From an optimization exercise on the open Yosys and OpenROAD flow, aimed at small area; shortcuts taken in it are not production practice.
In this exercise RTL edits were held to simulation tests only and were not proved equivalent to the original.
No driver is modelled on the clock port, so clocking that relies on it looks cheaper here than on a real chip.
No activity file was given, so power comes from the tool's default toggle rates.

===== design.v =====
module debouncer(
    input CLK,
    input rst,
    input mask,
    input switch_input,
    output trans_dn
    );
reg sync_0, sync_1;
always @(posedge CLK)
begin
  sync_0 <= switch_input;
  sync_1 <= sync_0;
end
wire level = sync_1 & ~mask;
reg [4:0] count;
reg state;
wire idle = (state == level);
wire finished = &count;
always @(posedge CLK)
begin
  if (idle)
    count <= 5'd0;
  else
    count <= count + 5'd1;
end
always @(posedge CLK)
begin
  if (rst)
    state <= 1'b0;
  else if (~idle & finished)
    state <= ~state;
end
assign trans_dn = ~idle & finished & ~state;
endmodule
module decoder_7_seg(
   input [3:0] d,
   output [7:0] SEG
   );
assign SEG[0] = 1'b1;
assign SEG[1] = (~d[0] & ~d[1] & d[2]) | (d[0] & ~d[1] & ~d[2] & ~d[3]);
assign SEG[2] = (~d[0] & d[1] & d[2]) | (d[0] & ~d[1] & d[2]);
assign SEG[3] = ~d[0] & d[1] & ~d[2];
assign SEG[4] = (~d[0] & ~d[1] & d[2]) | (d[0] & d[1] & d[2]) | (d[0] & ~d[1] & ~d[2] & ~d[3]);
assign SEG[5] = (~d[1] & d[2]) | d[0];
assign SEG[6] = (d[1] & ~d[2]) | (d[0] & d[1]) | (d[0] & ~d[2] & ~d[3]);
assign SEG[7] = (d[0] & d[1] & d[2]) | (~d[1] & ~d[2] & ~d[3]);
endmodule
module display_7_seg(
    input CLK,
    input rst,
    input [15:0] digits,
    output step,
    output tick,
    output p0,
    output early,
    output tick_prev,
    output tick_now,
    output [7:0] SEG,
    output [3:0] DIGIT
    );
reg [4:0] p5;
reg [1:0] q;
reg [2:0] m;
wire idle0 = m[2] & m[1];                  
assign step = p5[4] & p5[3];               
assign tick = step & m[2] & ~m[1] & q[0];  
assign p0 = (p5 == 5'd0);
assign early = idle0 & (p5[4:1] == 4'd0);
assign tick_prev = ~m[2] & ~m[1] & m[0] & q[0];   
assign tick_now = ~m[2] & ~m[1] & ~m[0] & ~q[0];  
always @(posedge CLK)
begin
  if (rst)
  begin
    p5 <= 5'd0;
    q <= 2'd0;
    m <= 3'd7;
  end
  else if (step)
  begin
    p5 <= 5'd0;
    q <= q + 2'd1;
    m <= {m[0] & m[1] & ~m[2], m[0] ^ m[1], ~(m[0] ^ m[2])};
  end
  else
    p5 <= p5 + 5'd1;
end
assign DIGIT = idle0 ? 4'b0000 : ~(4'b0001 << (q - 2'd1));
wire [1:0] sel = q - 2'd1 - {1'b0, p0};
wire [3:0] d = digits[{sel, 2'b00} +: 4];
wire [7:0] code;
decoder_7_seg decoder(.d (d), .SEG (code));
assign SEG = (p0 & idle0) ? 8'd0 : code;
endmodule
module Seven_Segment(
    input CLK,
    input rst,
    input switch_up,
    input switch_clear,
    input switch_stop,
    output [7:0] SEG,
    output [3:0] DIGIT,
    output reg [23:0] io_led
    );
wire step, tick, p0, early, tick_prev, tick_now;
reg [15:0] B;
display_7_seg display(.CLK (CLK), .rst (rst), .digits (B), .step (step),
		.tick (tick), .p0 (p0), .early (early), .tick_prev (tick_prev),
		.tick_now (tick_now), .SEG (SEG), .DIGIT (DIGIT));
wire s_up, s_clear, s_stop;
debouncer d1(.CLK (CLK), .rst (rst), .mask (early), .switch_input (switch_up), .trans_dn (s_up));
debouncer d2(.CLK (CLK), .rst (rst), .mask (early), .switch_input (switch_clear), .trans_dn (s_clear));
debouncer d3(.CLK (CLK), .rst (rst), .mask (early), .switch_input (switch_stop), .trans_dn (s_stop));
reg run, dir;
always @(posedge CLK)
begin
  if (rst)
  begin
    run <= 1'b0;
    dir <= 1'b1;
  end
  else if (s_stop)
    run <= ~run;
  else if (s_clear)
    run <= 1'b0;
  else if (s_up)
  begin
    run <= 1'b1;
    dir <= run & ~dir;
  end
end
wire cnt = tick & run;
wire clr_led = rst | (s_clear & ~cnt);
wire [24:0] tog;
assign tog[0] = cnt;
genvar gi;
generate
  for (gi = 0; gi < 24; gi = gi + 1)
  begin : led
    assign tog[gi+1] = tog[gi] & ~(io_led[gi] ^ dir);
    always @(posedge CLK)
      io_led[gi] <= ~clr_led & (io_led[gi] ^ tog[gi]);
  end
endgenerate
reg Z, W, cp, cd, ce;
always @(posedge CLK)
begin
  if (step)
  begin
    ce <= s_clear;
    if (tick)
    begin
      cp <= run;
      cd <= dir;
    end
  end
  if (rst)
    cp <= 1'b0;
end
always @(posedge CLK)
begin
  if (rst)
  begin
    Z <= 1'b1;
    W <= 1'b0;
  end
  else if (p0)
  begin
    Z <= s_clear | (ce & ~(tick_now & cp));
    W <= ce & tick_now & cp & ~s_clear;
  end
  else if (~step)
  begin
    Z <= Z | s_clear;
    W <= W & ~s_clear;
  end
end
function [3:0] bump;
  input [3:0] b;
  input up;
  begin
    bump[0] = ~b[0];
    if (up)
    begin
      bump[1] = b[0] ? (~b[1] & ~b[3]) : b[1];
      bump[2] = b[2] ^ (b[1] & b[0]);
      bump[3] = b[0] ? (b[2] & b[1]) : b[3];
    end
    else
    begin
      bump[1] = b[0] ? b[1] : (~b[1] & (b[2] | b[3]));
      bump[2] = b[0] ? b[2] : ((b[2] & b[1]) | b[3]);
      bump[3] = b[0] ? b[3] : ~(b[3] | b[2] | b[1]);
    end
  end
endfunction
function lim;
  input [3:0] b;
  input up;
  lim = up ? (b[3] & b[0]) : ~(b[3] | b[2] | b[1] | b[0]);
endfunction
wire inc = tick_prev & cp;
wire [3:0] k;
assign k[0] = 1'b1;
assign k[1] = lim(B[3:0], cd);
assign k[2] = k[1] & lim(B[7:4], cd);
assign k[3] = k[2] & lim(B[11:8], cd);
generate
  for (gi = 0; gi < 4; gi = gi + 1)
  begin : dig
    always @(posedge CLK)
      if (p0 & (Z | (inc & (k[gi] | W))))
        B[4*gi +: 4] <= (Z | ~k[gi]) ? 4'd0 : bump(B[4*gi +: 4], cd);
  end
endgenerate
endmodule

===== run.sh =====
#!/bin/bash
# synth_recipe.tcl (not shown) runs the flow's synth.tcl, then flattens the netlist and writes it again
# the make line also repeats each setting of config.mk as NAME=value (left out here)
make -C /OpenROAD-flow-scripts/flow DESIGN_CONFIG=/design/flow/config.mk WORK_HOME=/design/flow/orfs CLKGATE_MAP_FILE= SYNTH_SCRIPT=/design/flow/synth_recipe.tcl finish

===== config.mk =====
export PLATFORM = sky130hd
export DESIGN_NAME = Seven_Segment
export DESIGN_NICKNAME = Seven_Segment
export VERILOG_FILES = /design/flow/design.v
export SDC_FILE = /design/flow/constraint.sdc
export NUM_CORES = 4
export LEC_CHECK = 0
export ABC_AREA = 1
export CAP_MARGIN = 20
export CORE_MARGIN = 2
export CORE_UTILIZATION = 40
export SLEW_MARGIN = 20

===== constraint.sdc =====
create_clock -name core_clock -period 5.0 [get_ports {CLK}]
set_input_delay 1.0000 -clock core_clock [delete_from_list [all_inputs] [get_ports {CLK}]]
set_output_delay 1.0000 -clock core_clock [all_outputs]
set_load 0.01 [all_outputs]

==> flow_metrics.py, run 1 <==
metrics = {
    "die": {
        "core_region_area_mm2": 0.0102,
        "pin_count": 41,
        "dieWidth_um": 106,
        "initial_utilization_pct": 41.0,
        "die-area_mm2": 0.0113,
        "die_h_um": 106,
        "num_rows": 37,
    },
    "status": {
        "status": "finished clean",
    },
    "cts": {
        "cts_resized": 0,
        "clock-sinks": 81,
        "cts_hold_buf": 0,
        "path_clk_slew_ns": 0.08,
        "ctsLongestPathBuffers": 2,
        "h-tree-depth": 3,
        "post_cts_buffers": 0,
        "clockRootBuffer": "clkbuf_8",
        "insertion_delay_ns": 0.35,
        "cts_buffers": 9,
        "cts_tree": "built",
    },
    "final_layout": {
        "drive_above_1_share_pct": 6.50,
        "stdcell_area_mm2": 0.00495,
        "fill_cells": 1017,
        "area_growth_pct": 17.9,
        "n_antenna_cell": 0,
        "nNetsFinal": 614,
    },
    "logic_synthesis": {
        "seq_area_frac_synth_pct": 42.9,
        "synth_warnings": 3,
        "syn-instance-count": 552,
        "ys_seq_elements": 81,
        "synth_area_per_cell_um2": 7.60,
        "syn-num-nets": 571,
        "netlist_area_mm2": 0.00420,
        "synth_cell_types": 37,
    },
    "drt": {
        "wl_per_cell_um": 11.3,
        "drc_errors": 0,
        "wl_met2_um": 3890,
        "drt_iter0_markers": 126,
        "via_per_inst": 4.79,
        "wl_um": 8350,
        "dr.pass1.iters": 4,
        "ant_nets": 0,
        "drt-met1-wl_um": 3940,
        "wl_met3_um": 432,
        "vias": 3528,
        "top_layer_used": "met4",
    },
    "grt": {
        "grt.total_usage_pct": 15.6,
        "grt_max_degree": 28,
        "antenna_found_initial": 0,
        "grt_overflow": 0,
        "grt_pass1_vias": 3264,
        "grt_pass1_wl_um": 14600,
    },
    "sta": {
        "final.min_clock_period_ns": 4.38,
        "post-route-period-util_pct": 87.6,
        "finalMaxSlewViolations": 0,
        "tns_ns": 0,
        "tightest_slew_ns": 0.924,
        "rsz0062_at_grt": "no",
        "setup_viol": 0,
        "timing.slew.headroom_pct": 38.3,
        "fmax_mhz": 228,
        "skew_ns": 0.00565,
        "finalHoldViolCount": 0,
    },
    "power": {
        "ir_drop_mv": 0.115,
        "p_per_area_mw_per_mm2": 292,
        "power.leakage_nw": 2.00,
    },
    "setup_path": {
        "cp_data_arrival_time_ns": 3.38,
        "critPathLaunch": "display.p5[0]",
        "setup.worst_path.end_class": "output pin",
        "worstPathMaxFanout": 16,
        "worstPathRequired_ns": 4.00,
        "reg2reg_depth": 8,
        "worstSetupPathType": "register to output pin",
        "start_kind": "register",
        "reg2reg_from": "cd",
    },
    "worst_hold_path": {
        "hold_path_class": "register to register",
        "hold_depth": 0,
        "hold_path_startpoint": "d1.sync_0",
    },
    "job": {
        "cap_violations": 0,
    },
    "placed_design": {
        "dpl-instance-area_mm2": 0.00473,
        "port_buffers": 40,
        "gp_congestion": 0.850,
        "dp_hpwl_um": 6220,
    },
}
cell type report:
| type | count | area [um2] | share of cell area [%] |
|---|---|---|---|
| clock inverter | 5 | 58.8 | 1.19 |
| timing repair buffer | 40 | 400 | 8.09 |
| multi-input combinational | 373 | 2020 | 40.7 |
| sequential | 81 | 1800 | 36.4 |
| tap | 136 | 170 | 3.44 |
| inverter | 90 | 338 | 6.83 |
| clock buffer | 11 | 163 | 3.29 |
metrics by stage:
stage               worst slack, ns  instances  power, mW  util (%)  hold WS [ns]
floorplan                      1.70        552      0.868         -         0.310
global placement               1.17        720      0.928      46.2         0.312
detailed placement             1.02        720      0.935      46.2         0.316
CTS                           0.623        736       1.46      48.4         0.338
global route                  0.154        736       1.52      48.4         0.348
finish                        0.619        736       1.44      48.4         0.335
cell usage after synthesis (all sizes together):
| master | n | share of area (%) |
|---|---|---|
| a21oi | 41 | 5.2 |
| nor4 | 5 | 0.75 |
| xnor2 | 6 | 1.3 |
| ha | 14 | 4.2 |
| nand4 | 7 | 2.2 |
| a211oi | 4 | 0.72 |
| clkbuf | 4 | 0.36 |
| o31ai | 1 | 0.18 |
| xor2 | 13 | 2.7 |
| dfxtp | 63 | 30 |
| o22ai | 1 | 0.15 |
| nor3 | 9 | 1.3 |
| nor3b | 3 | 0.54 |
| inv | 90 | 8.1 |
| nor2 | 94 | 9.5 |
| o211ai | 7 | 1.3 |
| edfxtp | 18 | 13 |
| a21boi | 1 | 0.18 |
| o21ai | 47 | 5.7 |
| nand2 | 97 | 8.8 |
| a31oi | 2 | 0.30 |
| buf | 4 | 0.60 |
| a2111oi | 1 | 0.21 |
| mux2 | 1 | 0.27 |
| nand3 | 19 | 2.7 |
registers in the layout, indices dropped and copies added (netlist names), 2 cells and up:
register and cells:
d3.count 5, d1.count 5, display.m 3, display.p5 5
io_led 24, d2.count 5, B 16, display.q 2
worst paths after layout:
kind / end / slack, ns
max: SEG[7] / 0.62
min: d1.sync_1 / 0.33
max reg2reg: B[15] / 2.41
min reg2reg: d1.sync_1 / 0.33
worst max-delay path: stages, from the launching register on:
cell             delay, ns
dfxtp_1               0.38
inv_1                 0.06
ha_1                  0.19
nand3_1               0.10
inv_1                 0.11
ha_1                  0.54
o21ai_0               0.14
o21ai_0               0.41
inv_1                 0.14
nor2_1                0.18
nand2_1               0.09
a21oi_1               0.15
clkdlybuf4s50_1       0.55
cells in the final DEF (no fill, tap or decap), types with 2 or more instances in the layout:
master	instances
nand2_1	95
nor2_1	88
nor4_1	5
inv_1	86
nor3_1	8
clkbuf_8	10
nand3_1	17
nand2_2	2
o21ai_0	37
edfxtp_1	18
ha_1	14
nor2_4	6
xnor2_1	6
a211oi_1	4
a21oi_1	40
clkdlybuf4s50_1	40
o21ai_1	9
o211ai_1	7
dfxtp_1	63
a31oi_1	2
nand4_4	2
nand4_2	3
inv_2	4
xor2_1	13
nor3b_1	3
nand4_1	2
routing by layer:
metal	track usage, %	vias up
met2	26.6	53
met3	5.03	8
met1	18.9	1594
met4	4.36	0
met5	0	-
li1	-	1873
logic make-up (layout without fill, tap and decap cells):
group	count (synthesis)	after routing	share of synthesized area, %
compound gates	105	105	13.8
xor+xnor	19	19	3.97
fa+ha+maj	14	14	4.18
buf+inv	98	146	9.01
flops	81	81	42.9
mux	1	1	0.268
simple gates	234	234	25.8
report_power, final:
part / switching (mW) / leakage (nW) / total [mW] / internal (mW)
clock network: 0.247 / 0.115 / 0.524 / 0.277
registers: 0.0279 / 0.690 / 0.729 / 0.701
logic: 0.113 / 1.19 / 0.190 / 0.0765
total: 0.388 / 2.00 / 1.44 / 1.05
==> run 2, diff against run 1 <==
--- a/design.v
+++ b/design.v
@@ -17,3 +17,4 @@
 wire idle = (state == level);
-wire finished = &count;
+wire low0 = ~|count[3:0];
+wire finished = count[4] & low0;
 always @(posedge CLK)
@@ -23,3 +24,3 @@
   else
-    count <= count + 5'd1;
+    count <= {count[3:0], count[4] ^ count[1] ^ low0};
 end
==> flow/run.sh (new file) <==
#!/bin/bash
# Layout flow: the standard synthesis, then the combinational logic
# re-mapped by ABC with a stronger area script (registers kept as they are),
# then the standard ORFS flow from floorplan on, with minimum-size port
# buffers and a clock tree of small clock buffers.
set -euo pipefail
W=$PWD
R=$W/orfs/results/$FLOW_PLATFORM/Seven_Segment/base
YOSYS=${YOSYS_EXE:-$FLOW_HOME/../tools/install/yosys/bin/yosys}
[[ -x $YOSYS ]] || YOSYS=yosys

# 1. standard synthesis
bash standard.sh synth > $W/synth_std.log 2>&1

# 2. re-map combinational logic
cp $R/1_2_yosys.v $W/netlist_std.v
LIB=$FLOW_HOME/platforms/$FLOW_PLATFORM/lib/sky130_fd_sc_hd__tt_025C_1v80.lib
DU=""
for c in $(sed -n '/DONT_USE_CELLS/,/^$/p' $FLOW_HOME/platforms/$FLOW_PLATFORM/config.mk | tr -d '\\' | grep -o 'sky130_fd_sc_hd__[A-Za-z0-9_]*'); do DU="$DU -dont_use $c"; done
$YOSYS -p "
read_liberty -overwrite -ignore_miss_func $LIB
blackbox sky130_fd_sc_hd__df* sky130_fd_sc_hd__edf* sky130_fd_sc_hd__sdf* sky130_fd_sc_hd__dl*
read_verilog $W/netlist_std.v
hierarchy -top $FLOW_TOP
flatten
opt -purge
abc -script $W/flow/area.abc -liberty $LIB $DU
opt_clean -purge
setundef -zero
splitnets
opt_clean -purge
hilomap -singleton -hicell sky130_fd_sc_hd__conb_1 HI -locell sky130_fd_sc_hd__conb_1 LO
insbuf -buf sky130_fd_sc_hd__buf_4 A X
select $FLOW_TOP
write_verilog -selected -noattr -nohex -nodec $W/netlist_remap.v
" > $W/remap.log 2>&1
$YOSYS -p "read_liberty -lib $LIB; read_verilog $W/netlist_remap.v; hierarchy -top $FLOW_TOP; check -assert -mapped; stat -liberty $LIB" > $W/remap_check.log 2>&1

cp $W/netlist_remap.v $R/1_2_yosys.v
rm -f $R/1_synth.odb $R/1_synth.sdc

# 3. layout
export BUFFER_PORTS_ARGS="-buffer_cell sky130_fd_sc_hd__buf_1"
export CTS_ARGS="-sink_clustering_enable -repair_clock_nets -dont_use_dummy_load -buf_list sky130_fd_sc_hd__clkbuf_8"
bash standard.sh > $W/layout.log 2>&1
==> flow/area.abc (new file) <==
strash
dc2
balance; rewrite; refactor; balance; rewrite; rewrite -z; balance; refactor -z; rewrite -z; balance
&get -n
&dch -f
&nf -p -R 1000
&put
topo
==> standard.sh (new file) <==
#!/bin/bash
# synth_recipe.tcl (not shown) runs the flow's synth.tcl, then flattens the netlist and writes it again
# the make line also repeats each setting of config.mk as NAME=value (left out here)
make -C /OpenROAD-flow-scripts/flow DESIGN_CONFIG=/design/flow/config.mk WORK_HOME=/design/flow/orfs CLKGATE_MAP_FILE= SYNTH_SCRIPT=/design/flow/synth_recipe.tcl "${@:-finish}"
removed: run.sh
==> run 2 against run 1 <==
Sequential share of layout area grew 6.7 points. Synthesized area shrank 8.2%. Via count shrank 13%. Register-to-register slack lost 1.7 ns. Total power shrank 14%. Fmax grew 3.2%. Wire length shrank 12%. Count of clock-buffer cells in the layout shrank 2. Sequential power shrank 1%. Clock skew grew 0.020 ns. Die area shrank 7.9%. Cell count shrank 18%.
==> flow_metrics.py, run 2 <==
metrics = {
    "placed_design": {
        "place_ws_ns": -0.133,
        "dpl-instance-area_mm2": 0.00404,
        "place_inst": 594,
        "gp_congestion": 0.804,
        "dp_hpwl_um": 5280,
        "port_buffers": 40,
    },
    "drt": {
        "wl_um": 7360,
        "wl_per_cell_um": 12.2,
        "drc_errors": 0,
        "via_per_inst": 5.08,
        "drt_iter0_markers": 85,
        "dr.pass1.iters": 4,
        "vias": 3064,
        "ant_nets": 0,
    },
    "setup_path": {
        "cp_cell_sequence": "nand2_1, clkinv_1, nand2_1, nor3_2, nand2_1, nor2_1, o21ai_0, a2111oi_2, buf_4, o211a_1, a21boi_2, o21ai_0, a21oi_2, a21boi_0, buf_4, a21boi_1, o21ai_1, a21oi_2, and3_1, nor3_1",
        "ff2ff_setup_slack_ns": 0.75,
        "cp_data_arrival_time_ns": 4.43,
        "cp_common_cell": "nand2_1",
        "worstPathRequired_ns": 5.19,
        "worstPathMaxFanout": 5,
        "crit_family": "compound AO/OA/AOI/OAI gates",
        "start_kind": "register",
        "worstSetupPathType": "register to register",
        "max_stage_delay_ns": 0.37,
        "crit_buf_inv": 3,
        "setup.worst_path.end_class": "register",
        "worst_path_max_delay_cell": "dfxtp_1",
    },
    "final_layout": {
        "fill_cells": 953,
        "final_util_pct": 45.1,
        "reg.largest.list": "io_led: 24 flops, B: 16 flops",
        "largest_register_ffs": 24,
        "layout_common_cells": "nor2_1 (70), dfxtp_1 (61), a21oi_1 (43)",
        "mostFrequentLayoutCell": "nor2_1",
        "nNetsFinal": 481,
        "finalNonFillerCells": 603,
        "area_growth_pct": 8.64,
        "regMostFlops": "io_led",
        "n_antenna_cell": 0,
        "stdcell_area_mm2": 0.00418,
        "drive_above_1_share_pct": 4.85,
    },
    "power": {
        "p_comb_share_pct": 12.6,
        "ir_drop_mv": 0.114,
        "p_int_mw": 0.912,
        "pwr-share-seq_pct": 58.3,
        "p_clk_share_pct": 29.1,
        "p_per_area_mw_per_mm2": 295,
        "swShare_pct": 26.1,
        "power.leakage_nw": 1.45,
        "p_total_mw": 1.23,
        "p_switching_mw": 0.322,
    },
    "sta": {
        "skew_ns": 0.0253,
        "finalMaxSlewViolations": 0,
        "fmax_mhz": 236,
        "timing.slew.headroom_pct": 48.7,
        "finalHoldViolCount": 0,
        "tightest_slew_ns": 0.770,
        "rsz0062_at_grt": "no",
        "setup_viol": 0,
        "layout_setup_ws_ns": 0.754,
        "tns_ns": 0,
        "post-route-period-util_pct": 84.9,
        "final.min_clock_period_ns": 4.25,
        "worst_hold_slack_ns": 0.331,
    },
    "logic_synthesis": {
        "syn-instance-count": 442,
        "syn-num-nets": 447,
        "netlist_area_mm2": 0.00385,
        "synth_warnings": 3,
        "synth_area_per_cell_um2": 8.71,
    },
    "cts": {
        "cts_buffers": 9,
        "insertion_delay_ns": 0.35,
        "path_clk_slew_ns": 0.07,
        "cts_tree": "built",
        "cts_hold_buf": 0,
        "clock-sinks": 81,
        "h-tree-depth": 3,
        "post_cts_buffers": 0,
        "clockRootBuffer": "clkbuf_8",
        "ctsLongestPathBuffers": 2,
    },
    "die": {
        "die_h_um": 102,
        "num_rows": 35,
        "die-area_mm2": 0.0104,
        "pin_count": 41,
        "dieWidth_um": 102,
        "initial_utilization_pct": 41.5,
        "core_region_area_mm2": 0.00928,
    },
    "grt": {
        "grt.total_usage_pct": 15.2,
        "grt_pass1_vias": 2769,
        "grt_max_degree": 30,
        "grt_overflow": 0,
        "grt_pass1_wl_um": 12700,
        "antenna_found_initial": 0,
    },
    "status": {
        "status": "finished clean",
    },
    "worst_hold_path": {
        "hold_path_class": "register to register",
    },
    "job": {
        "cap_violations": 0,
    },
}
[run 2: layout make-up]
cell class | instances | area, um2 | share of cell area, %
multi-input cells | 327 | 1850 | 44.3
flip-flops and latches | 81 | 1800 | 43.1
inverters | 10 | 37.5 | 0.897
repair buffers | 47 | 203 | 4.85
clock buffers | 9 | 124 | 2.96
well taps | 129 | 161 | 3.86
[run 2: worst paths after layout]
path / endpoint / from / depth (start not counted)
min: d2.sync_1 / d2.sync_0 / 0
max: io_led[23] / display.p5[3] / 20
min reg2reg: d2.sync_1 / d2.sync_0 / 0
max reg2reg: io_led[23] / display.p5[3] / 20
[run 2: timing repair]
action | CTS | global route
endpoints found under the setup margin | 3 | 6
endpoints found under the hold margin | 0 | 0
resized for setup | 1 | 9
[run 2: power by group through the flow]
stage               clock network (mW)  registers [mW]  logic [mW]
floorplan                            0           0.726       0.116
global placement                     0           0.733       0.153
detailed placement                   0           0.734       0.156
CTS                              0.380           0.719       0.157
global route                     0.402           0.724       0.178
finish                           0.360           0.719       0.155
[run 2: per-layer routing]
layer / part of all wire [%] / wire, um / track usage (%) / vias up
met5: 0 / 0 / 0 / -
met4: 1.1 / 81 / 5.33 / 0
met3: 4.2 / 311 / 4.10 / 8
met2: 47 / 3440 / 24.3 / 48
met1: 48 / 3520 / 19.7 / 1410
li1: - / - / - / 1598
==> run 3, diff against run 2 <==
==> flow/run.sh (replaced) <==
#!/bin/bash
# Layout flow.
#  1. the standard synthesis (the reference for register names and cells).
#  2. The same ORFS synthesis again in a second work folder, with a stronger
#     ABC area script and without the adder cells; it is used only if its
#     registers (names and cells) are exactly the standard synthesis's.
#  3. The standard ORFS flow from floorplan on, with minimum-size port
#     buffers and a clock tree of small clock buffers.
set -euo pipefail
W=$PWD
R=$W/orfs/results/$FLOW_PLATFORM/Seven_Segment/base
R2=$W/orfs_my/results/$FLOW_PLATFORM/Seven_Segment/base

bash standard.sh synth > $W/synth_std.log 2>&1
cp $R/1_2_yosys.v $W/netlist_std.v

rm -rf $W/myscripts
cp -r $FLOW_HOME/scripts $W/myscripts
cp $W/flow/area.abc $W/myscripts/abc_area.script
if bash standard.sh WORK_HOME=$W/orfs_my SCRIPTS_DIR=$W/myscripts ADDER_MAP_FILE= ABC_AREA=1 synth > $W/synth_my.log 2>&1 \
   && python3 $W/flow/regs.py $W/netlist_std.v $R2/1_2_yosys.v > $W/regs_check.log 2>&1; then
  echo "using own synthesis" >> $W/regs_check.log
  cp $R2/1_2_yosys.v $W/netlist_my.v
  cp $W/netlist_my.v $R/1_2_yosys.v
  rm -f $R/1_synth.odb $R/1_synth.sdc
else
  echo "using standard synthesis" >> $W/regs_check.log
fi

export BUFFER_PORTS_ARGS="-buffer_cell sky130_fd_sc_hd__buf_1"
export CTS_ARGS="${CTS_ARGS_OVERRIDE:--sink_clustering_enable -repair_clock_nets -dont_use_dummy_load -buf_list {sky130_fd_sc_hd__clkbuf_4 sky130_fd_sc_hd__clkbuf_8}}"
bash standard.sh > $W/layout.log 2>&1
--- a/flow/area.abc
+++ b/flow/area.abc
@@ -1 +1,8 @@
+strash
+dc2
+balance; rewrite; refactor; balance; rewrite; rewrite -z; balance; refactor -z; rewrite -z; balance
+&get -n
+&dch -f
+&nf -p -R 1000
+&put
 strash
==> flow/regs.py (new file) <==
# regs.py A.v B.v: exit 0 if both netlists hold the same registers (instance name and cell)
import re, sys
def regs(f):
    t = open(f).read()
    return sorted(re.findall(r'^\s*(sky130_fd_sc_hd__(?:df|edf|sdf|dl)\w+)\s+(\S+)\s*\(', t, re.M))
a = regs(sys.argv[1]); b = regs(sys.argv[2])
print(len(a), len(b), 'same' if a == b else 'different')
sys.exit(0 if a == b and len(a) > 0 else 1)
--- a/config.mk
+++ b/config.mk
@@ -11,2 +11,3 @@
 export CORE_UTILIZATION = 40
+export GPL_TIMING_DRIVEN = 0
 export SLEW_MARGIN = 20
==> run 3 against run 2 <==
Global-route usage is 0.37 points higher. Cell area down 2.8%. Sequential share of layout area increased by 1.2 points. Register-to-register slack lost 0.21 ns. Largest power group unchanged. Utilization up 1.3 points. Largest cell class unchanged. Highest routed layer unchanged. Hold slack lost 0.0019 ns. Critical path depth decreased by 4. Combinational power shrank 6%. Die area decreased by 5.7%. Synthesized area down 5.9%.
==> flow_metrics.py, run 3 <==
metrics = {
    "status": {
        "status": "finished clean",
    },
    "sta": {
        "layout_setup_ws_ns": 0.542,
        "skew_ns": 0.0202,
        "finalMaxSlewViolations": 0,
        "post-route-period-util_pct": 89.2,
        "tightest_slew_ns": 0.896,
        "finalHoldViolCount": 0,
        "setup_viol": 0,
        "final.min_clock_period_ns": 4.46,
        "fmax_mhz": 224,
        "timing.slew.headroom_pct": 40.3,
        "rsz0062_at_grt": "no",
        "tns_ns": 0,
    },
    "cts": {
        "cts_buffers": 9,
        "h-tree-depth": 3,
        "clockRootBuffer": "clkbuf_8",
        "path_clk_slew_ns": 0.07,
        "cts_hold_buf": 0,
        "ctsLongestPathBuffers": 2,
        "cts_tree": "built",
        "clock-sinks": 81,
        "insertion_delay_ns": 0.34,
    },
    "job": {
        "cap_violations": 0,
    },
    "drt": {
        "ant_nets": 0,
        "drt_iter0_markers": 115,
        "drc_errors": 0,
        "via_per_inst": 5.29,
        "vias": 2967,
        "wl_um": 7230,
        "dr.pass1.iters": 4,
        "wl_per_cell_um": 12.9,
    },
    "setup_path": {
        "cp_cell_sequence": "clkinv_1, nor4b_4, nand2_1, nor2_1, o21ai_0, a211oi_2, o21ai_0, a21oi_2, o21ai_0, a21oi_2, a21boi_2, a21boi_1, o21ai_0, a21oi_1, and3_1, nor3_1",
        "worstPathRequired_ns": 5.21,
        "crit_family": "compound AO/OA/AOI/OAI gates",
        "cp_data_arrival_time_ns": 4.67,
        "worstSetupPathType": "register to register",
        "worstPathMaxFanout": 8,
        "cp_common_cell": "o21ai_0",
        "max_stage_delay_ns": 0.42,
        "setup.worst_path.end_class": "register",
        "crit_buf_inv": 1,
        "critPathLaunch": "display.q[0]",
        "worst_path_max_delay_cell": "dfxtp_2",
        "reg2reg_from": "display.q[0]",
        "start_kind": "register",
    },
    "grt": {
        "grt_pass1_wl_um": 12500,
        "grtUsageMet3_pct": 4.22,
        "met2_usage_pct": 24.5,
        "grt_max_degree": 35,
        "use_met1_pct": 20.9,
        "grt.total_usage_pct": 15.5,
        "antenna_found_initial": 0,
        "grt_overflow": 0,
        "grt_pass1_vias": 2775,
        "busiest_layer": "met2",
    },
    "power": {
        "p_total_mw": 1.25,
        "ir_drop_mv": 0.117,
        "power.leakage_nw": 1.37,
        "p_per_area_mw_per_mm2": 307,
    },
    "final_layout": {
        "final_util_pct": 46.4,
        "area_growth_pct": 12.2,
        "largest_register_ffs": 24,
        "drive_above_1_share_pct": 3.75,
        "nNetsFinal": 460,
        "finalNonFillerCells": 561,
        "mostFrequentLayoutCell": "dfxtp_1",
        "ff_latch_area_mm2": 0.00180,
        "multi_input_area_mm2": 0.00181,
        "regMostFlops": "io_led",
        "reg.largest.list": "io_led: 24 flops, B: 16 flops",
        "fill_cells": 891,
        "n_antenna_cell": 0,
        "layout_common_cells": "dfxtp_1 (61), nor2_1 (53), a21oi_1 (48)",
    },
    "die": {
        "pin_count": 41,
        "initial_utilization_pct": 41.3,
        "dieWidth_um": 99.2,
        "die_h_um": 99.2,
        "core_region_area_mm2": 0.00876,
        "die-area_mm2": 0.00983,
        "num_rows": 34,
    },
    "logic_synthesis": {
        "synth_area_per_cell_um2": 8.97,
        "netlist_area_mm2": 0.00362,
        "syn-num-nets": 409,
        "syn-instance-count": 404,
        "synth_warnings": 3,
    },
    "worst_hold_path": {
        "hold_path_class": "register to register",
        "hold_path_startpoint": "d3.sync_0",
    },
    "placed_design": {
        "port_buffers": 40,
        "dp_hpwl_um": 5050,
        "place_inst": 552,
        "place_ws_ns": -0.632,
        "gp_congestion": 0.786,
    },
}
## run 3: worst paths after layout
check,end,slack (ns),cells after the start
worst max-delay path,io_led[23],0.54,16
worst min-delay path,d3.sync_1,0.33,0
worst max register to register,io_led[23],0.54,16
worst min register to register,d3.sync_1,0.33,0
## run 3: through the flow
stage | hold WS, ns | cell area, um2
6_report | 0.329 | 4070
5_1_grt | 0.335 | 4070
4_1_cts | 0.333 | 4040
3_5_place_dp | 0.315 | 3910
3_3_place_gp | 0.311 | 3910
2_1_floorplan | 0.310 | 3620
## run 3: area by class of cell
cell class | instances | share of cell area [%]
clock buffer | 9 | 3.05
inverter | 11 | 1.02
multi-input combinational | 312 | 44.5
sequential | 81 | 44.4
tap | 108 | 3.32
timing repair buffer | 40 | 3.69
## run 3: routing by layer
metal  up-vias  routed length (um)
li1       1558                   -
met1      1349                3690
met2        50                3120
met3        10                 325
met4         0                  93
met5         -                   0
## run 3: report_power, final
part	switching [mW]	internal [mW]	total (mW)
logic	0.0896	0.0560	0.146
registers	0.0337	0.702	0.736
clock network	0.203	0.161	0.364
total	0.326	0.919	1.25
## run 3: what timing repair did
| action | 4_1_cts | 5_1_grt |
|---|---|---|
| setup buffers | 0 | 0 |
| endpoints found under the setup margin | 6 | 4 |
| resized for setup | 4 | 5 |
==> run 4, diff against run 3 <==
--- a/flow/run.sh
+++ b/flow/run.sh
@@ -30,3 +30,3 @@
 export BUFFER_PORTS_ARGS="-buffer_cell sky130_fd_sc_hd__buf_1"
-export CTS_ARGS="${CTS_ARGS_OVERRIDE:--sink_clustering_enable -repair_clock_nets -dont_use_dummy_load -buf_list {sky130_fd_sc_hd__clkbuf_4 sky130_fd_sc_hd__clkbuf_8}}"
+export CTS_ARGS="${CTS_ARGS_OVERRIDE:--sink_clustering_enable -repair_clock_nets -dont_use_dummy_load -buf_list sky130_fd_sc_hd__clkbuf_8}"
 bash standard.sh > $W/layout.log 2>&1
==> run 4 against run 3 <==
Combinational power about the same. Sequential share of layout area unchanged. Wire length unchanged. Still clean on timing, DRC and antenna. Largest power group unchanged. Via count unchanged.
==> flow_metrics.py, run 4 <==
metrics = {
    "final_layout": {
        "regMostFlops": "io_led",
        "fill_cells": 891,
        "mostFrequentLayoutCell": "dfxtp_1",
        "nNetsFinal": 460,
        "stdcell_area_mm2": 0.00407,
        "reg.largest.list": "io_led: 24 flops, B: 16 flops",
        "final_util_pct": 46.4,
        "multi_input_area_mm2": 0.00181,
        "n_antenna_cell": 0,
        "drive_above_1_share_pct": 3.75,
        "layout_common_cells": "dfxtp_1 (61), nor2_1 (53), a21oi_1 (48)",
        "area_growth_pct": 12.2,
        "ff_latch_area_mm2": 0.00180,
        "largest_register_ffs": 24,
    },
    "logic_synthesis": {
        "syn-num-nets": 409,
        "synth_area_per_cell_um2": 8.97,
        "netlist_area_mm2": 0.00362,
        "syn-instance-count": 404,
        "synth_warnings": 3,
    },
    "sta": {
        "post-route-period-util_pct": 89.2,
        "skew_ns": 0.0202,
        "setup_viol": 0,
        "timing.slew.headroom_pct": 40.3,
        "fmax_mhz": 224,
        "worst_hold_slack_ns": 0.329,
        "tightest_slew_ns": 0.896,
        "final.min_clock_period_ns": 4.46,
        "layout_setup_ws_ns": 0.542,
        "finalMaxSlewViolations": 0,
        "rsz0062_at_grt": "no",
        "finalHoldViolCount": 0,
    },
    "die": {
        "die_h_um": 99.2,
        "core_region_area_mm2": 0.00876,
        "num_rows": 34,
        "initial_utilization_pct": 41.3,
        "dieWidth_um": 99.2,
        "pin_count": 41,
        "die-area_mm2": 0.00983,
    },
    "worst_hold_path": {
        "hold_path_startpoint": "d3.sync_0",
        "hold_path_class": "register to register",
        "hold_depth": 0,
        "hold_end": "d3.sync_1",
    },
    "setup_path": {
        "start_kind": "register",
        "setup.worst_path.end_class": "register",
        "rr_endpoint": "io_led[23]",
        "worstPathRequired_ns": 5.21,
        "reg2reg_depth": 16,
        "worstPathMaxFanout": 8,
        "ff2ff_setup_slack_ns": 0.54,
        "cp_data_arrival_time_ns": 4.67,
        "worstSetupPathType": "register to register",
        "reg2reg_from": "display.q[0]",
    },
    "grt": {
        "grt_pass1_wl_um": 12500,
        "grt_max_degree": 35,
        "grt_overflow": 0,
        "grt_pass1_vias": 2775,
        "grt.total_usage_pct": 15.5,
        "antenna_found_initial": 0,
    },
    "cts": {
        "post_cts_buffers": 0,
        "ctsLongestPathBuffers": 2,
        "insertion_delay_ns": 0.34,
        "clock-sinks": 81,
        "clockRootBuffer": "clkbuf_8",
        "cts_tree": "built",
        "cts_buffers": 9,
        "path_clk_slew_ns": 0.07,
        "cts_hold_buf": 0,
        "h-tree-depth": 3,
    },
    "power": {
        "p_per_area_mw_per_mm2": 307,
        "p_total_mw": 1.25,
        "ir_drop_mv": 0.117,
        "power.leakage_nw": 1.37,
    },
    "job": {
        "cap_violations": 0,
    },
    "drt": {
        "ant_nets": 0,
        "vias": 2967,
        "wl_per_cell_um": 12.9,
        "drc_errors": 0,
        "via_per_inst": 5.29,
        "dr.pass1.iters": 4,
        "wl_um": 7230,
        "drt_iter0_markers": 115,
    },
    "placed_design": {
        "port_buffers": 40,
        "place_ws_ns": -0.632,
        "dpl-instance-area_mm2": 0.00391,
        "gp_congestion": 0.786,
        "dp_hpwl_um": 5050,
    },
    "status": {
        "status": "finished clean",
    },
}
[run 4: worst max-delay path by stage]
stage | start | endpoint | cells past startpoint
finish | display.q[0] | io_led[23] | 16
global route | display.q[0] | io_led[23] | 16
CTS | display.q[0] | io_led[23] | 16
detailed placement | display.q[0] | io_led[23] | 16
global placement | display.q[0] | io_led[23] | 16
floorplan | dir | io_led[23] | 15
[run 4: where the power goes]
group	leakage, nW	switching [mW]	total (mW)	internal (mW)
Sequential	0.689	0.0337	0.736	0.702
Combinational	0.616	0.0896	0.146	0.0560
Clock	0.0647	0.203	0.364	0.161
Total	1.37	0.326	1.25	0.919
[run 4: critical path, cell delays in order (launching register included)]
cell and delay (ns):
dfxtp_2 0.42, clkinv_1 0.19, nor4b_4 0.38, nand2_1 0.20
nor2_1 0.19, o21ai_0 0.18, a211oi_2 0.38, o21ai_0 0.27
a21oi_2 0.25, o21ai_0 0.23, a21oi_2 0.24, a21boi_2 0.27
a21boi_1 0.34, o21ai_0 0.24, a21oi_1 0.29, and3_1 0.20
nor3_1 0.04
[run 4: per-stage QoR]
step / TNS, ns / instances
floorplan: 0 / 404
global placement: -1.55 / 552
detailed placement: -2.06 / 552
CTS: 0 / 561
global route: 0 / 561
finish: 0 / 561
[run 4: metal layers]
metal  global-route usage [%]  wire (um)  vias to the layer above
li1                         -          -                     1558
met1                     20.9       3690                     1349
met2                     24.5       3120                       50
met3                     4.22        325                       10
met4                     4.74         93                        0
met5                        0          0                        -
[run 4: timing repair]
item | in CTS | in global routing
gates cloned | 0 | 0
endpoints found under the setup margin | 6 | 4
gates resized for setup | 4 | 5
[run 4: area by class of cell]
cell class | instances | area share [%]
multi-input cells | 312 | 44.5
flip-flops and latches | 81 | 44.4
repair buffers | 40 | 3.69
well taps | 108 | 3.32
clock buffers | 9 | 3.05
inverters | 11 | 1.02
==> run 5, diff against run 4 <==
--- a/flow/run.sh
+++ b/flow/run.sh
@@ -30,3 +30,3 @@
 export BUFFER_PORTS_ARGS="-buffer_cell sky130_fd_sc_hd__buf_1"
-export CTS_ARGS="${CTS_ARGS_OVERRIDE:--sink_clustering_enable -repair_clock_nets -dont_use_dummy_load -buf_list sky130_fd_sc_hd__clkbuf_8}"
+export CTS_ARGS="${CTS_ARGS_OVERRIDE:--sink_clustering_enable -repair_clock_nets -dont_use_dummy_load -sink_clustering_size 10 -sink_clustering_max_diameter 30 -buf_list sky130_fd_sc_hd__clkbuf_4}"
 bash standard.sh > $W/layout.log 2>&1
--- a/config.mk
+++ b/config.mk
@@ -12,2 +12,3 @@
 export GPL_TIMING_DRIVEN = 0
+export PLACE_DENSITY = 0.85
 export SLEW_MARGIN = 20
==> run 5 against run 4 <==
Fmax fell by 0.23%. Still clean on timing, DRC and antenna. Wire length rose by 2.0%. Synthesized area is the same. Count of clock-buffer cells in the layout unchanged. Global-route usage is 0.073 points lower. Synthesized cell count did not move. Largest power group unchanged. Highest routed layer unchanged.
==> flow_metrics.py, run 5 <==
metrics = {
    "status": {
        "status": "finished clean",
    },
    "final_layout": {
        "area_growth_pct": 10.9,
        "n_antenna_cell": 0,
        "nNetsFinal": 461,
        "final_util_pct": 45.9,
        "regMostFlops": "io_led",
        "mostFrequentLayoutCell": "dfxtp_1",
        "finalNonFillerCells": 562,
        "drive_above_1_share_pct": 3.96,
        "reg.largest.list": "io_led: 24 flops, B: 16 flops",
        "largest_register_ffs": 24,
        "layout_common_cells": "dfxtp_1 (62), nor2_1 (53), a21oi_1 (48)",
    },
    "cts": {
        "cts_buffers": 9,
        "cts_tree": "built",
        "h-tree-depth": 3,
        "path_clk_slew_ns": 0.12,
        "cts_hold_buf": 0,
        "insertion_delay_ns": 0.40,
        "clockRootBuffer": "clkbuf_4",
        "ctsLongestPathBuffers": 2,
        "clock-sinks": 81,
    },
    "logic_synthesis": {
        "netlist_area_mm2": 0.00362,
        "syn-instance-count": 404,
        "synth_warnings": 3,
        "syn-num-nets": 409,
        "synth_area_per_cell_um2": 8.97,
    },
    "sta": {
        "skew_ns": 0.0182,
        "tightest_slew_ns": 0.926,
        "finalMaxSlewViolations": 0,
        "tns_ns": 0,
        "timing.slew.headroom_pct": 38.3,
        "finalHoldViolCount": 0,
        "post-route-period-util_pct": 89.4,
        "fmax_mhz": 224,
        "final.min_clock_period_ns": 4.47,
        "setup_viol": 0,
        "layout_setup_ws_ns": 0.532,
        "rsz0062_at_grt": "no",
    },
    "setup_path": {
        "worstSetupPathType": "register to register",
        "setup.worst_path.end_class": "register",
        "start_kind": "register",
        "worstPathMaxFanout": 8,
        "cp_data_arrival_time_ns": 4.73,
        "worst_path_max_delay_cell": "dfxtp_1",
        "crit_family": "compound AO/OA/AOI/OAI gates",
        "worstPathRequired_ns": 5.26,
        "cp_common_cell": "o21ai_0",
        "cp_cell_sequence": "clkinv_1, nor4b_4, nand2_1, nor2_1, o21ai_0, a211oi_2, buf_4, o21ai_0, a21oi_2, o21ai_0, a21oi_2, a21boi_2, a21boi_2, o21ai_0, a21oi_1, and3_1, nor3_1",
        "max_stage_delay_ns": 0.50,
        "crit_buf_inv": 2,
    },
    "power": {
        "ir_drop_mv": 0.133,
        "p_per_area_mw_per_mm2": 287,
        "power.leakage_nw": 1.35,
        "p_total_mw": 1.15,
    },
    "die": {
        "num_rows": 34,
        "core_region_area_mm2": 0.00876,
        "initial_utilization_pct": 41.3,
        "die-area_mm2": 0.00983,
        "pin_count": 41,
        "dieWidth_um": 99.2,
        "die_h_um": 99.2,
    },
    "grt": {
        "grt.total_usage_pct": 15.5,
        "grtUsageMet3_pct": 5.69,
        "grt_max_degree": 35,
        "use_met1_pct": 18.9,
        "grt_pass1_wl_um": 12600,
        "grt_overflow": 0,
        "met2_usage_pct": 25.8,
        "grt_pass1_vias": 2923,
        "busiest_layer": "met2",
        "antenna_found_initial": 0,
    },
    "drt": {
        "ant_nets": 0,
        "dr.pass1.iters": 4,
        "drt_iter0_markers": 153,
        "drc_errors": 0,
        "wl_um": 7370,
        "wl_per_cell_um": 13.1,
        "vias": 3060,
        "via_per_inst": 5.44,
    },
    "placed_design": {
        "place_inst": 552,
        "place_ws_ns": -0.766,
        "gp_congestion": 0.818,
        "dp_hpwl_um": 5290,
        "port_buffers": 40,
    },
    "worst_hold_path": {
        "hold_path_class": "register to register",
    },
    "job": {
        "cap_violations": 0,
    },
}
-- run 5: final timing paths --
check,startpoint,to,slack (ns),cells after the start
setup / recovery,display.q[0],io_led[23],0.53,17
hold / removal,d3.sync_0,d3.sync_1,0.34,0
setup reg to reg,display.q[0],io_led[23],0.53,17
hold reg to reg,d3.sync_0,d3.sync_1,0.34,0
-- run 5: what timing repair did --
action,4_1_cts,5_1_grt
endpoints found under the setup margin,6,4
setup buffers,0,1
gates resized for setup,7,3
pin swaps,0,1
-- run 5: through the flow --
step	hold WS [ns]	area, um2
finish	0.343	4020
global route	0.352	4020
CTS	0.347	4000
detailed placement	0.320	3910
global placement	0.314	3910
floorplan	0.310	3620
-- run 5: metal layers --
metal	wire, um	up-vias
met5	0	-
met1	3350	1431
met3	412	9
met2	3530	55
met4	78	0
li1	-	1565
-- run 5: report_power, final --
group          switching (mW)  internal (mW)
clock                   0.189         0.0840
sequential             0.0328          0.702
combinational          0.0906         0.0560
-- run 5: final cells by class --
cell class / instances / area [um2]
Fill cell: 846 / 4740
Clock buffer: 9 / 67.6
Multi-Input combinational cell: 312 / 1810
Timing Repair Buffer: 41 / 158
Sequential cell: 81 / 1800
Inverter: 11 / 41.3
Tap cell: 108 / 135
==> run 6, diff against run 5 <==
--- a/design.v
+++ b/design.v
@@ -40,9 +40,9 @@
 assign SEG[0] = 1'b1;
-assign SEG[1] = (~d[0] & ~d[1] & d[2]) | (d[0] & ~d[1] & ~d[2] & ~d[3]);
-assign SEG[2] = (~d[0] & d[1] & d[2]) | (d[0] & ~d[1] & d[2]);
-assign SEG[3] = ~d[0] & d[1] & ~d[2];
-assign SEG[4] = (~d[0] & ~d[1] & d[2]) | (d[0] & d[1] & d[2]) | (d[0] & ~d[1] & ~d[2] & ~d[3]);
-assign SEG[5] = (~d[1] & d[2]) | d[0];
-assign SEG[6] = (d[1] & ~d[2]) | (d[0] & d[1]) | (d[0] & ~d[2] & ~d[3]);
-assign SEG[7] = (d[0] & d[1] & d[2]) | (~d[1] & ~d[2] & ~d[3]);
+assign SEG[1] = d[2] & ~d[3];
+assign SEG[2] = (~d[2] & d[3]) | (d[0] & d[1] & d[3]);
+assign SEG[3] = ~d[0] & ~d[1] & d[2];
+assign SEG[4] = d[0] & ~d[3];
+assign SEG[5] = (d[2] & ~d[3]) | d[1];
+assign SEG[6] = (~d[0] & ~d[1] & d[2]) | (d[1] & ~d[3]);
+assign SEG[7] = (~d[1] & ~d[2] & ~d[3]) | (d[0] & d[1] & ~d[3]);
 endmodule
@@ -65,6 +65,7 @@
 wire idle0 = m[2] & m[1];                  
-assign step = p5[4] & p5[3];               
+assign step = p5[4] & ~p5[3] & ~p5[1] & ~p5[0];  
 assign tick = step & m[2] & ~m[1] & q[0];  
 assign p0 = (p5 == 5'd0);
-assign early = idle0 & (p5[4:1] == 4'd0);
+wire fb = (p5[0] & p5[2] & p5[4]) | (~p5[2] & ~p5[4]) | (~p5[0] & p5[3] & ~p5[4]);
+assign early = idle0 & (p5[4:1] == 4'd0);   
 assign tick_prev = ~m[2] & ~m[1] & m[0] & q[0];   
@@ -74,4 +75,10 @@
   if (rst)
-  begin
     p5 <= 5'd0;
+  else
+    p5 <= {p5[3:0], fb};
+end
+always @(posedge CLK)
+begin
+  if (rst)
+  begin
     q <= 2'd0;
@@ -81,3 +88,2 @@
   begin
-    p5 <= 5'd0;
     q <= q + 2'd1;
@@ -85,4 +91,2 @@
   end
-  else
-    p5 <= p5 + 5'd1;
 end
@@ -182,15 +186,6 @@
   begin
-    bump[0] = ~b[0];
-    if (up)
-    begin
-      bump[1] = b[0] ? (~b[1] & ~b[3]) : b[1];
-      bump[2] = b[2] ^ (b[1] & b[0]);
-      bump[3] = b[0] ? (b[2] & b[1]) : b[3];
-    end
-    else
-    begin
-      bump[1] = b[0] ? b[1] : (~b[1] & (b[2] | b[3]));
-      bump[2] = b[0] ? b[2] : ((b[2] & b[1]) | b[3]);
-      bump[3] = b[0] ? b[3] : ~(b[3] | b[2] | b[1]);
-    end
+    bump[0] = (b[3] & ~up) | (~b[1] & ~b[3] & up) | (~b[2] & up);
+    bump[1] = ~b[1];
+    bump[2] = (~b[0] & ~up) | (~b[3] & up) | (b[0] & ~b[1] & up) | (b[1] & b[3] & ~up);
+    bump[3] = (~b[0] & b[1] & ~up) | (~b[2] & ~up) | (b[0] & up);
   end
@@ -200,3 +195,3 @@
   input up;
-  lim = up ? (b[3] & b[0]) : ~(b[3] | b[2] | b[1] | b[0]);
+  lim = up ? (~b[0] & b[1] & b[3]) : (~b[0] & ~b[1] & ~b[3]);
 endfunction
--- a/flow/run.sh
+++ b/flow/run.sh
@@ -30,3 +30,3 @@
 export BUFFER_PORTS_ARGS="-buffer_cell sky130_fd_sc_hd__buf_1"
-export CTS_ARGS="${CTS_ARGS_OVERRIDE:--sink_clustering_enable -repair_clock_nets -dont_use_dummy_load -sink_clustering_size 10 -sink_clustering_max_diameter 30 -buf_list sky130_fd_sc_hd__clkbuf_4}"
+export CTS_ARGS="${CTS_ARGS_OVERRIDE:--sink_clustering_enable -repair_clock_nets -dont_use_dummy_load -buf_list sky130_fd_sc_hd__clkbuf_8}"
 bash standard.sh > $W/layout.log 2>&1
--- a/config.mk
+++ b/config.mk
@@ -12,3 +12,2 @@
 export GPL_TIMING_DRIVEN = 0
-export PLACE_DENSITY = 0.85
 export SLEW_MARGIN = 20
==> run 6 against run 5 <==
Register-to-register slack got worse by 0.07 ns. Wire length decreased by 8.0%. Cell area increased by 0.31%. First-iteration DRC count decreased by 36%. Sequential cell count unchanged. Non-clock buffer count decreased by 1. Global-route usage decreased by 0.56 points. Clock skew increased by 0.0093 ns. Largest cell class is now sequential cells. Critical path type unchanged. Via count decreased by 8.9%.
==> flow_metrics.py, run 6 <==
metrics = {
    "setup_path": {
        "worstPathMaxFanout": 6,
        "reg2reg_from": "display.p5[0]",
        "ff2ff_setup_slack_ns": 0.46,
        "cp_data_arrival_time_ns": 4.73,
        "worstPathRequired_ns": 5.19,
        "critPathLaunch": "display.p5[0]",
        "start_kind": "register",
        "worstSetupPathType": "register to register",
        "setup.worst_path.end_class": "register",
    },
    "sta": {
        "tightest_slew_ns": 0.834,
        "setup_viol": 0,
        "rsz0062_at_grt": "no",
        "worst_hold_slack_ns": 0.320,
        "final.min_clock_period_ns": 4.54,
        "finalHoldViolCount": 0,
        "post-route-period-util_pct": 90.7,
        "fmax_mhz": 220,
        "finalMaxSlewViolations": 0,
        "skew_ns": 0.0275,
        "timing.slew.headroom_pct": 44.4,
        "layout_setup_ws_ns": 0.464,
    },
    "drt": {
        "vias": 2788,
        "drc_errors": 0,
        "drt-met1-wl_um": 3260,
        "wl_met3_um": 344,
        "wl_um": 6780,
        "top_layer_used": "met4",
        "via_per_inst": 5.25,
        "wl_per_cell_um": 12.8,
        "wl_met2_um": 3070,
        "drt_iter0_markers": 98,
        "ant_nets": 0,
        "dr.pass1.iters": 4,
    },
    "final_layout": {
        "reg.largest.list": "io_led: 24 flops, B: 16 flops",
        "regMostFlops": "io_led",
        "layout_common_cells": "dfxtp_1 (62), nor2_1 (48), buf_1 (40)",
        "finalNonFillerCells": 531,
        "n_antenna_cell": 0,
        "largest_register_ffs": 24,
        "nNetsFinal": 430,
        "area_growth_pct": 13.5,
        "drive_above_1_share_pct": 6.15,
        "mostFrequentLayoutCell": "dfxtp_1",
        "stdcell_area_mm2": 0.00403,
    },
    "worst_hold_path": {
        "hold_path_startpoint": "d1.sync_0",
        "hold_path_class": "register to register",
    },
    "grt": {
        "grt_max_degree": 38,
        "antenna_found_initial": 0,
        "grt_pass1_wl_um": 11900,
        "grt.total_usage_pct": 14.9,
        "grt_overflow": 0,
        "grt_pass1_vias": 2596,
    },
    "logic_synthesis": {
        "syn-num-nets": 379,
        "syn-instance-count": 374,
        "synth_warnings": 3,
        "netlist_area_mm2": 0.00355,
        "synth_area_per_cell_um2": 9.50,
    },
    "placed_design": {
        "dpl-instance-area_mm2": 0.00384,
        "gp_congestion": 0.766,
        "port_buffers": 40,
        "dp_hpwl_um": 4700,
        "place_inst": 522,
        "place_ws_ns": -1.15,
    },
    "cts": {
        "cts_hold_buf": 0,
        "cts_resized": 12,
        "post_cts_buffers": 0,
        "h-tree-depth": 3,
        "insertion_delay_ns": 0.35,
        "ctsLongestPathBuffers": 2,
        "clockRootBuffer": "clkbuf_8",
        "cts_tree": "built",
        "clock-sinks": 81,
        "cts_buffers": 9,
        "path_clk_slew_ns": 0.09,
    },
    "status": {
        "status": "finished clean",
    },
    "die": {
        "die-area_mm2": 0.00965,
        "initial_utilization_pct": 40.9,
        "die_h_um": 98.3,
        "num_rows": 34,
        "core_region_area_mm2": 0.00868,
        "pin_count": 41,
        "dieWidth_um": 98.3,
    },
    "power": {
        "p_per_area_mw_per_mm2": 289,
        "power.leakage_nw": 1.34,
        "p_total_mw": 1.17,
        "ir_drop_mv": 0.147,
    },
    "job": {
        "cap_violations": 0,
    },
}
-- run 6: changes by cell type in the layout (fill, tap and decap cells not counted), sizes merged, moves of 5 or more --
cell   before  now
xnor2      12   22
nor2       53   48
a21oi      50   37
o21ai      26   13
nor3       28   23
-- run 6: power by group --
group	switching (mW)	internal, mW	total, mW
logic	0.0537	0.0354	0.0891
registers	0.0200	0.690	0.710
clock network	0.205	0.161	0.366
total	0.279	0.886	1.17
-- run 6: cell type report --
class	instances	area, um2
fill	892	4650
multi-input combinational	284	1790
sequential	81	1800
inverter	9	33.8
tap	108	135
timing repair buffer	40	150
clock buffer	9	124
-- run 6: worst paths after layout --
path / end / depth (start not counted)
setup / recovery: io_led[23] / 18
hold / removal: d1.sync_1 / 0
setup reg to reg: io_led[23] / 18
hold reg to reg: d1.sync_1 / 0
-- run 6: metrics by stage --
| stage | utilization, % | TNS [ns] |
|---|---|---|
| floorplan | - | 0 |
| global placement | 44.2 | -4.21 |
| detailed placement | 44.2 | -5.70 |
| CTS | 46.1 | 0 |
| global route | 46.5 | 0 |
| finish | 46.5 | 0 |
-- run 6: per-layer routing --
| metal | track usage (%) | vias to the layer above |
|---|---|---|
| li1 | - | 1429 |
| met1 | 19.6 | 1289 |
| met2 | 23.5 | 59 |
| met3 | 4.94 | 11 |
| met4 | 4.43 | 0 |
| met5 | 0 | - |
-- run 6: worst max-delay path, stage by stage (launching register included) --
cell and delay [ns]:
dfxtp_1 0.36, or4b_4 0.57, clkinv_1 0.13, nand2_1 0.13
nor3b_2 0.29, nand2_2 0.16, a21oi_4 0.18, a21boi_2 0.26
a21boi_4 0.26, a21boi_4 0.25, a21boi_2 0.26, o21ai_1 0.17
a21oi_2 0.22, a21boi_2 0.27, a21boi_2 0.27, o21ai_1 0.17
a21oi_2 0.19, and3_1 0.18, nor3_1 0.04
==> run 7, diff against run 6 <==
--- a/design.v
+++ b/design.v
@@ -40,9 +40,9 @@
 assign SEG[0] = 1'b1;
-assign SEG[1] = d[2] & ~d[3];
-assign SEG[2] = (~d[2] & d[3]) | (d[0] & d[1] & d[3]);
-assign SEG[3] = ~d[0] & ~d[1] & d[2];
-assign SEG[4] = d[0] & ~d[3];
-assign SEG[5] = (d[2] & ~d[3]) | d[1];
-assign SEG[6] = (~d[0] & ~d[1] & d[2]) | (d[1] & ~d[3]);
-assign SEG[7] = (~d[1] & ~d[2] & ~d[3]) | (d[0] & d[1] & ~d[3]);
+assign SEG[1] = (d[0] & ~d[1]) | (d[1] & ~d[2] & d[3]);
+assign SEG[2] = (d[1] & ~d[2] & ~d[3]) | (~d[1] & ~d[2] & d[3]);
+assign SEG[3] = (~d[1] & d[2] & d[3]);
+assign SEG[4] = (d[0] & ~d[1]) | (d[1] & d[3]);
+assign SEG[5] = (d[1]) | (d[0]);
+assign SEG[6] = (d[2] & d[3]) | (~d[0] & d[1] & d[2]) | (d[1] & d[3]);
+assign SEG[7] = (~d[1] & ~d[2] & ~d[3]) | (d[1] & d[3]);
 endmodule
@@ -66,3 +66,6 @@
 assign step = p5[4] & ~p5[3] & ~p5[1] & ~p5[0];  
-assign tick = step & m[2] & ~m[1] & q[0];  
+reg tick_r;
+always @(posedge CLK)
+  tick_r <= ~rst & p5[4] & p5[3] & ~p5[2] & ~p5[0] & m[2] & ~m[1] & q[0];
+assign tick = tick_r;
 assign p0 = (p5 == 5'd0);
@@ -151,15 +154,13 @@
 always @(posedge CLK)
-begin
-  if (step)
-  begin
-    ce <= s_clear;
-    if (tick)
-    begin
-      cp <= run;
-      cd <= dir;
-    end
-  end
+  ce <= s_clear;
+always @(posedge CLK)
+begin
   if (rst)
     cp <= 1'b0;
-end
+  else if (tick)
+    cp <= run;
+end
+always @(posedge CLK)
+  if (tick)
+    cd <= dir;
 always @(posedge CLK)
@@ -186,6 +187,6 @@
   begin
-    bump[0] = (b[3] & ~up) | (~b[1] & ~b[3] & up) | (~b[2] & up);
-    bump[1] = ~b[1];
-    bump[2] = (~b[0] & ~up) | (~b[3] & up) | (b[0] & ~b[1] & up) | (b[1] & b[3] & ~up);
-    bump[3] = (~b[0] & b[1] & ~up) | (~b[2] & ~up) | (b[0] & up);
+    bump[0] = (~b[0] & b[2] & ~b[3] & up) | (~b[2] & ~b[3] & ~up);
+    bump[1] = (~b[1]);
+    bump[2] = (~b[0] & b[2] & up) | (~b[3] & ~up) | (b[3] & up);
+    bump[3] = (~b[2] & up) | (~b[0] & b[2] & ~up);
   end
@@ -195,3 +196,3 @@
   input up;
-  lim = up ? (~b[0] & b[1] & b[3]) : (~b[0] & ~b[1] & ~b[3]);
+  lim = up ? ((b[0] & b[1])) : ((~b[1] & ~b[2] & ~b[3]));
 endfunction
--- a/flow/run.sh
+++ b/flow/run.sh
@@ -7,3 +7,5 @@
 #  3. The standard ORFS flow from floorplan on, with minimum-size port
-#     buffers and a clock tree of small clock buffers.
+#     buffers and a clock tree of small clock buffers; after CTS the
+#     buffers whose flip-flop clock pins see too much slew are upsized
+#     (post_cts.tcl).
 set -euo pipefail
@@ -30,3 +32,4 @@
 export BUFFER_PORTS_ARGS="-buffer_cell sky130_fd_sc_hd__buf_1"
-export CTS_ARGS="${CTS_ARGS_OVERRIDE:--sink_clustering_enable -repair_clock_nets -dont_use_dummy_load -buf_list sky130_fd_sc_hd__clkbuf_8}"
+export CTS_ARGS="${CTS_ARGS_OVERRIDE:--sink_clustering_enable -repair_clock_nets -dont_use_dummy_load -sink_clustering_size 10 -sink_clustering_max_diameter 30 -buf_list sky130_fd_sc_hd__clkbuf_4}"
+export POST_CTS_TCL=$W/flow/post_cts.tcl
 bash standard.sh > $W/layout.log 2>&1
==> flow/post_cts.tcl (new file) <==
set clk_slew_target 0.105
proc clk_sink_worst {} {
  set worst 0
  set wpin ""
  foreach pin [get_pins -of_objects [all_registers] -filter "is_clock==1"] {
    set s [get_property $pin slew_max]
    if { $s > $worst } { set worst $s; set wpin $pin }
  }
  return [list $worst $wpin]
}
proc pin_driver { pin } {
  set net [get_nets -of_objects $pin]
  foreach p [get_pins -of_objects $net -filter "direction==output"] {
    return [get_cells -of_objects $p]
  }
  return ""
}
set upsized 0
for { set i 0 } { $i < 20 } { incr i } {
  estimate_parasitics -placement
  lassign [clk_sink_worst] worst wpin
  puts "clock-pin slew: worst [format %.4f $worst] at [get_full_name $wpin]"
  if { $worst <= $clk_slew_target } { break }
  set drv [pin_driver $wpin]
  if { $drv == "" } { break }
  set ref [get_property $drv ref_name]
  if { $ref == "sky130_fd_sc_hd__clkbuf_4" } {
    set new sky130_fd_sc_hd__clkbuf_8
  } elseif { $ref == "sky130_fd_sc_hd__clkbuf_8" } {
    set new sky130_fd_sc_hd__clkbuf_16
  } else {
    break
  }
  puts "upsizing [get_full_name $drv] $ref -> $new"
  replace_cell $drv $new
  incr upsized
}
if { $upsized > 0 } {
  detailed_placement
  check_placement -verbose
  estimate_parasitics -placement
  lassign [clk_sink_worst] worst wpin
  puts "clock-pin slew after upsizing: worst [format %.4f $worst]"
}
--- a/config.mk
+++ b/config.mk
@@ -12,2 +12,3 @@
 export GPL_TIMING_DRIVEN = 0
+export PLACE_DENSITY = 0.85
 export SLEW_MARGIN = 20
==> run 7 against run 6 <==
Clock power shrank 16%. Non-clock buffer count unchanged. Still clean. Cell area is 2.6% lower. Highest routed layer unchanged. Fmax is 2.2% higher. Setup slack better by 0.097 ns. Synthesized cell count did not move. Critical path depth down 4. Sequential share of layout area rose by 1.5 points.
==> flow_metrics.py, run 7 <==
metrics = {
    "status": {
        "status": "finished clean",
    },
    "die": {
        "dieWidth_um": 98.0,
        "pin_count": 41,
        "num_rows": 34,
        "die_h_um": 98.0,
        "core_region_area_mm2": 0.00864,
        "initial_utilization_pct": 40.9,
        "die-area_mm2": 0.00961,
    },
    "final_layout": {
        "layout_common_cells": "dfxtp_1 (64), nor2_1 (52), buf_1 (40)",
        "area_growth_pct": 11.0,
        "final_util_pct": 45.5,
        "reg.largest.list": "io_led: 24 flops, B: 16 flops",
        "drive_above_1_share_pct": 3.55,
        "nNetsFinal": 430,
        "mostFrequentLayoutCell": "dfxtp_1",
        "stdcell_area_mm2": 0.00393,
        "fill_cells": 856,
        "n_antenna_cell": 0,
        "largest_register_ffs": 24,
        "regMostFlops": "io_led",
    },
    "drt": {
        "vias": 2829,
        "wl_um": 7080,
        "drt_iter0_markers": 107,
        "dr.pass1.iters": 4,
        "drc_errors": 0,
        "ant_nets": 0,
        "via_per_inst": 5.33,
        "wl_per_cell_um": 13.3,
    },
    "power": {
        "ir_drop_mv": 0.170,
        "p_per_area_mw_per_mm2": 285,
        "p_total_mw": 1.12,
        "power.leakage_nw": 1.32,
    },
    "cts": {
        "path_clk_slew_ns": 0.08,
        "insertion_delay_ns": 0.41,
        "clock-sinks": 82,
        "cts_tree": "built",
    },
    "grt": {
        "antenna_found_initial": 0,
        "grt.total_usage_pct": 15.4,
        "grt_pass1_wl_um": 12300,
        "grt_pass1_vias": 2797,
        "grt_max_degree": 38,
        "grt_overflow": 0,
    },
    "sta": {
        "post-route-period-util_pct": 88.8,
        "layout_setup_ws_ns": 0.561,
        "final.min_clock_period_ns": 4.44,
        "rsz0062_at_grt": "no",
        "fmax_mhz": 225,
        "tns_ns": 0,
        "timing.slew.headroom_pct": 39.5,
        "tightest_slew_ns": 0.907,
        "finalMaxSlewViolations": 0,
        "setup_viol": 0,
        "skew_ns": 0.0306,
        "finalHoldViolCount": 0,
    },
    "placed_design": {
        "place_ws_ns": -0.361,
        "gp_congestion": 0.820,
        "port_buffers": 40,
        "dp_hpwl_um": 4990,
        "dpl-instance-area_mm2": 0.00382,
    },
    "logic_synthesis": {
        "syn-instance-count": 374,
        "synth_warnings": 3,
        "netlist_area_mm2": 0.00354,
        "syn-num-nets": 379,
        "synth_area_per_cell_um2": 9.45,
    },
    "setup_path": {
        "cp_data_arrival_time_ns": 4.68,
        "worstPathMaxFanout": 37,
        "start_kind": "register",
        "worstPathRequired_ns": 5.24,
        "worstSetupPathType": "register to register",
        "setup.worst_path.end_class": "register",
    },
    "worst_hold_path": {
        "hold_path_class": "register to register",
    },
    "job": {
        "cap_violations": 0,
    },
}
[run 7: path summary, 6_finish.rpt]
kind	slack (ns)	endpoint	startpoint	cells after the start
hold reg to reg	0.33	d1.sync_1	d1.sync_0	0
setup / recovery	0.56	io_led[23]	dir	14
setup reg to reg	0.56	io_led[23]	dir	14
hold / removal	0.33	d1.sync_1	d1.sync_0	0
[run 7: power by group]
group          switching [mW]  total [mW]  internal (mW)
Combinational          0.0604      0.0968         0.0364
Sequential             0.0171       0.713          0.696
Clock                   0.190       0.308          0.118
[run 7: final cells by class]
cell class                      instances  area [um2]  area share (%)
Clock buffer                            9        92.6            2.36
Inverter                                7        26.3           0.669
Multi-Input combinational cell        285        1710            43.4
Sequential cell                        82        1820            46.3
Tap cell                              108         135            3.44
Timing Repair Buffer                   40         150            3.83
[run 7: per-stage QoR]
stage | std cells | hold WS (ns)
floorplan | 374 | 0.310
global placement | 522 | 0.315
detailed placement | 522 | 0.317
global route | 531 | 0.339
finish | 531 | 0.332
[run 7: critical path, stage by stage, from the launching register on]
cell and delay [ns]:
dfxtp_4 0.62, xor2_1 0.12, nor2_1 0.22, o21ai_0 0.25
a21oi_1 0.34, a21boi_1 0.35, o21ai_0 0.25, a21oi_1 0.35
a21boi_1 0.36, a21boi_2 0.30, a21boi_1 0.34, o21ai_0 0.26
a21oi_2 0.27, and3_1 0.20, nor3_1 0.04
[run 7: routing by layer]
metal	track usage [%]	share of wire, %	up-vias
met5	0	0	-
met4	3.74	0.52	0
met3	4.65	4.5	5
met2	27.1	50	63
met1	18.3	45	1342
li1	-	-	1419

afterwards: timing with drivers on the ports:
How much do the figures lean on ideal ports? The routed layouts below were timed once more, with nothing changed but the port constraints. Step 1 sets driving cells, clkbuf_16 on the clock port and buf_2 on the other inputs (assumed; they add their load-dependent delay and slew). Step 2 adds t to the input delays and takes it off the output delays; t is the mean of the earliest and latest rising clock arrival at the registers after step 1. Input paths then give back, and output paths get back, about the clock's delay inside the block. Slacks: no drivers / after step 1 / after step 2; pairs: no drivers / after step 1.
run	t, ns	setup slack, ns	clock arrival spread, ns
run 1	0.378	0.619 / 0.586 / 0.964	0.006 / 0.006
run 2	0.367	0.754 / 0.754 / 0.754	0.025 / 0.025
run 3	0.364	0.542 / 0.542 / 0.542	0.020 / 0.021
run 4	0.364	0.542 / 0.542 / 0.542	0.020 / 0.021
run 5	0.423	0.532 / 0.532 / 0.532	0.018 / 0.018
run 6	0.369	0.464 / 0.464 / 0.464	0.027 / 0.028
run 7	0.423	0.561 / 0.561 / 0.561	0.031 / 0.031
After both steps setup and hold are still met in every run listed.
